Background: an optimization exercise with open tools, aiming at small area. Do not read the settings as production practice. The RTL was checked by simulation tests, not by an equivalence proof against the original design. Power figures rest on the tool's default switching activity, not on a simulated workload.

==> flow/design.v <==
module LLIO
(
	input         CLK_50M,
	input         ENABLE,
	input         IO_LATCH_IN,
	output logic  IO_LATCH_OUT,
	input         IO_DATA_IN,
	output logic  IO_DATA_OUT,
	input         LLIO_SYNC,
	output        LLIO_EN,
	output [7:0]  LLIO_TYPE,
	output [23:0] LLIO_BUTTONS,
	output [47:0] LLIO_ANALOG
);
localparam [20:0] TIME_POLL = 21'd820000;
localparam [20:0] PC_INIT   = 21'd2087652;  
localparam [2:0] READ_IDLE    = 3'd0;
localparam [2:0] READ_POLL    = 3'd1;
localparam [2:0] WRITE_STATUS = 3'd2;
localparam [2:0] READ_STATUS  = 3'd3;
localparam [2:0] WRITE_MODES  = 3'd5;
localparam [2:0] READ_MODES   = 3'd6;
localparam [2:0] STATE_IDLE        = 3'd0;
localparam [2:0] STATE_WRITE_START = 3'd1;
localparam [2:0] STATE_WRITE       = 3'd2;
localparam [2:0] STATE_WRITE_END   = 3'd3;
localparam [2:0] STATE_READ_START  = 3'd4;
localparam [2:0] STATE_READ_WAIT   = 3'd5;
localparam [2:0] STATE_READ        = 3'd6;
localparam [2:0] STATE_READ_END    = 3'd7;
logic [20:0] cycle, poll_offset, poll_counter, sync_counter, poll_time;
logic [3:0]  cnt;         
logic [3:0]  read_byte;
logic        len13;
logic [47:0] chain;
logic [23:0] lljs_buttons;
logic [47:0] lljs_analog;
logic [7:0]  lljs_type;
logic        mode7;
logic latch, is_latched, data_in, data_out, enable;
logic old_sync, new_sync, old_data;
logic [2:0] stage, state;
assign LLIO_TYPE    = lljs_type;
assign LLIO_BUTTONS = lljs_buttons;
assign LLIO_ANALOG  = lljs_analog;
assign LLIO_EN      = enable;
assign IO_LATCH_OUT = ~latch;
assign IO_DATA_OUT  = ~latch | data_out;
function automatic [20:0] inc21(input [20:0] a);
	logic c;
	c = 1'b1;
	for (int i = 0; i < 21; i++) begin
		inc21[i] = a[i] ^ c;
		c = c & a[i];
	end
endfunction
function automatic ge22(input [21:0] a, input [21:0] b);
	logic c;
	c = 1'b1;
	for (int i = 0; i < 22; i++)
		c = (a[i] & ~b[i]) | ((a[i] | ~b[i]) & c);
	ge22 = c;
endfunction
function automatic [21:0] add21(input [20:0] a, input [20:0] b);
	logic c;
	c = 1'b0;
	for (int i = 0; i < 21; i++) begin
		add21[i] = a[i] ^ b[i] ^ c;
		c = (a[i] & b[i]) | ((a[i] | b[i]) & c);
	end
	add21[21] = c;
endfunction
wire        cond = enable && !ge22({1'b0, poll_offset}, {2'b0, poll_time[20:1]});
wire [21:0] lhs  = add21(sync_counter, cond ? poll_offset : 21'd0);
wire        trig = ge22(lhs, {1'b0, poll_time});
wire cmd_bit = (cnt[2:0] == 3'd0) ? stage[1] : ((cnt[2:0] == 3'd5) & stage[2]);
wire shift_en = (read_byte != 4'd6) && (read_byte != 4'd9) && (read_byte != 4'd12);
always_ff @(posedge CLK_50M) begin
	if (ENABLE) begin
	old_sync <= new_sync;
	new_sync <= LLIO_SYNC;
	cycle <= inc21(cycle);
	if (~latch) begin
		is_latched <= ~IO_LATCH_IN;
		old_data <= data_in;
		data_in <= IO_DATA_IN;
	end
	if (~old_sync && new_sync) begin
		sync_counter <= 0;
		poll_time <= poll_counter;
		poll_counter <= PC_INIT;
	end else begin
		sync_counter <= inc21(sync_counter);
		poll_counter <= inc21(poll_counter);
	end
	if (stage == READ_POLL || stage == READ_STATUS)
		poll_offset <= inc21(poll_offset);
	case (state)
		STATE_IDLE: begin
			cnt <= 4'd0;
			if (is_latched) begin
				enable <= 1'b1;
				cycle <= 0;
				read_byte <= 0;
				state <= STATE_READ_START;
			end else if (stage == WRITE_STATUS) begin
				if (cycle > 21'd500) begin
					cycle <= 0;
					state <= STATE_WRITE_START;
					stage <= READ_STATUS;
					len13 <= 1'b1;
				end
			end else if (stage == WRITE_MODES) begin
				if (cycle > 21'd500) begin
					cycle <= 0;
					stage <= READ_MODES;
					len13 <= 1'b0;
					state <= STATE_WRITE_START;
				end
			end else if (trig) begin
				if (stage != READ_IDLE) begin
					enable <= 1'b0;
					poll_time <= TIME_POLL;
					lljs_buttons <= 24'h0;
					lljs_type <= 8'h0;
					lljs_analog <= 48'h808080808080;
				end
				poll_offset <= 0;
				sync_counter <= 0;
				cycle <= 0;
				len13 <= 1'b0;
				state <= STATE_WRITE_START;
				stage <= READ_POLL;
			end
		end
		STATE_WRITE_START: begin
			if (cycle == 0) begin
				data_out <= 1'b0;
				latch <= 1'b1;
			end else if (cycle >= 21'd84) begin
				cycle <= 0;
				state <= STATE_WRITE;
			end
		end
		STATE_WRITE: begin
			if (cnt[3]) begin
				state <= STATE_WRITE_END;
				cycle <= 0;
			end else if (cycle == 0) begin
				data_out <= 1'b1;
			end else if (cycle == 21'd109) begin
				data_out <= ~cmd_bit;
			end else if (cycle >= 21'd224) begin
				cnt <= cnt + 1'b1;
				cycle <= 0;
			end
		end
		STATE_WRITE_END: begin
			if (cycle == 0)
				data_out <= 1'b1;
			else if (cycle == 21'd49)
				data_out <= 1'b0;
			else if (cycle == 21'd99) begin
				latch <= 1'b0;
			end else if (cycle >= 21'd249) begin
				state <= STATE_IDLE;
				cycle <= 0;
			end
		end
		STATE_READ_START: begin
			if (cycle >= 21'd150 && ~is_latched) begin
				cycle <= 0;
				if (stage == READ_POLL)
					stage <= WRITE_STATUS;
				state <= STATE_IDLE;
			end else if (cnt[3] & cnt[1]) begin  
				cycle <= 21'd10;
				cnt <= 4'd0;
				state <= STATE_READ;
			end else if (cycle >= 21'd84 && data_in) begin
				cnt <= cnt + 1'b1;
			end
		end
		STATE_READ_WAIT: begin
			cnt <= 4'd0;
			if (cycle > 21'd104 || ((cycle > 21'd25) && ~old_data && data_in)) begin
				cycle <= 0;
				state <= (len13 && read_byte != 4'd13) ? STATE_READ : STATE_READ_END;
			end
		end
		STATE_READ: begin
			if (~is_latched) begin
				cycle <= 0;
				state <= STATE_IDLE;
			end
			if (cycle == 21'd166) begin
				if (shift_en)
					chain <= {~data_in, chain[47:1]};
				cnt[2:0] <= cnt[2:0] + 1'b1;
			end else if (cycle >= 21'd224) begin
				cycle <= 0;
				if (cnt[2:0] == 3'd0) begin
					if (read_byte == 0) begin
						if (stage == READ_STATUS)
							lljs_type <= chain[47:40];
						else if (stage == READ_MODES)
							mode7 <= chain[47];
					end else if (read_byte == 4'd3)
						lljs_buttons <= chain[47:24];
					else if (read_byte == 4'd12)
						lljs_analog <= chain;
					read_byte <= read_byte + 1'd1;
					state <= STATE_READ_WAIT;
				end
			end
		end
		STATE_READ_END: begin
			if (cycle >= 21'd500) begin
				if (stage == READ_STATUS) begin
					if (mode7) begin
						lljs_buttons[10] <= lljs_buttons[10] | (lljs_analog[15:8] < 8'd50);
						lljs_buttons[11] <= lljs_buttons[10] | (lljs_analog[15:8] > 8'd200);
						lljs_buttons[12] <= lljs_buttons[10] | (lljs_analog[7:0]  < 8'd50);
						lljs_buttons[13] <= lljs_buttons[10] | (lljs_analog[7:0]  > 8'd200);
					end
					stage <= WRITE_MODES;
				end else begin
					stage <= READ_IDLE;
				end
				cycle <= 0;
				state <= STATE_IDLE;
			end
		end
	endcase
	end else begin
		cycle <= 0;
		cnt <= 0;
		poll_offset <= 0;
		poll_counter <= PC_INIT;
		sync_counter <= 0;
		poll_time <= TIME_POLL;
		read_byte <= 0;
		len13 <= 1'b0;
		is_latched <= 1'b0;
		data_in <= 1'b0;
		data_out <= 1'b0;
		old_data <= 1'b0;
		old_sync <= 1'b0;
		new_sync <= 1'b0;
		latch <= 1'b0;
		enable <= 1'b0;
		lljs_analog <= 0;
		lljs_buttons <= 0;
		mode7 <= 1'b0;
		lljs_type <= 0;
		state <= STATE_IDLE;
		stage <= READ_IDLE;
	end
end
endmodule
Settings: LEC_CHECK=0, CAP_MARGIN=20, CORE_MARGIN=2, CORE_UTILIZATION=40, CTS_BUF_LIST=sky130_fd_sc_hd__clkbuf_8, CTS_CLUSTER_DIAMETER=60, CTS_CLUSTER_SIZE=16, PLACE_DENSITY=0.6, SLEW_MARGIN=20; clock period 20.0 ns.
run.sh (not shown) runs the stock make flow with config.mk's settings and CLKGATE_MAP_FILE= SYNTH_SCRIPT=/design/flow/synth_recipe.tcl, a recipe that flattens the netlist after the stock synthesis.
The first run passed the timing, design-rule and antenna checks.
Edit:
Settings changed: CTS_BUF_LIST sky130_fd_sc_hd__clkbuf_8 to sky130_fd_sc_hd__clkbuf_16, CTS_CLUSTER_DIAMETER 60 to 100, CTS_CLUSTER_SIZE 16 to 30.
=> Total power fell by 7.6%; area after synthesis is unchanged; worst hold slack loses 0.012 ns; synthesized cell count is unchanged; non-clock buffer count stays the same; combinational power hardly moves; final cell count fell by 1.7%.
Edit:
Settings changed: CTS_BUF_LIST sky130_fd_sc_hd__clkbuf_16 to unset, CTS_CLUSTER_DIAMETER 100 to unset, CTS_CLUSTER_SIZE 30 to unset.
Outcome:
- The new run produced a clean layout
- synthesized cell count does not change
- clock-buffer cell count grows by 18
- setup slack is better by 0.056 ns
- non-clock buffer count stays the same
- routed wire length climbs by 2.5%
- sequential share of layout area falls by 1.9 points
- combinational power stays flat
- cell area rose by 4.9%
- cell count is higher by 1.9%
- via count went up by 0.96%

==> static timing again, ports no longer ideal <==
How much do the figures lean on ideal ports? The routed layouts below were timed once more, with nothing changed but the port constraints.
Step 1 (the two cells are an assumption about what drives the block):
set clk [get_ports {CLK_50M}]
set_driving_cell -lib_cell sky130_fd_sc_hd__clkbuf_16 $clk
set_driving_cell -lib_cell sky130_fd_sc_hd__buf_2 [delete_from_list [all_inputs] $clk]
Step 2 adds t to the input delays and takes it off the output delays; t is the mean of the earliest and latest rising clock arrival at the registers after step 1. Input paths then give back, and output paths get back, about the clock's delay inside the block.
Three values: ideal ports, drivers, drivers and shift; two values: the first two.
run	t, ns	setup slack, ns	worst hold slack (ns)	clock arrival spread, ns	pins driven straight from the clock port
the first run	0.631	7.123 / 7.123 / 7.123	0.440 / 0.440 / 0.440	0.052 / 0.051	1
the second run	0.544	7.101 / 7.101 / 7.101	0.428 / 0.428 / 0.428	0.040 / 0.041	1
the third run	0.613	7.157 / 7.157 / 7.157	0.450 / 0.450 / 0.450	0.020 / 0.019	1
After both steps every run listed still meets setup and hold.
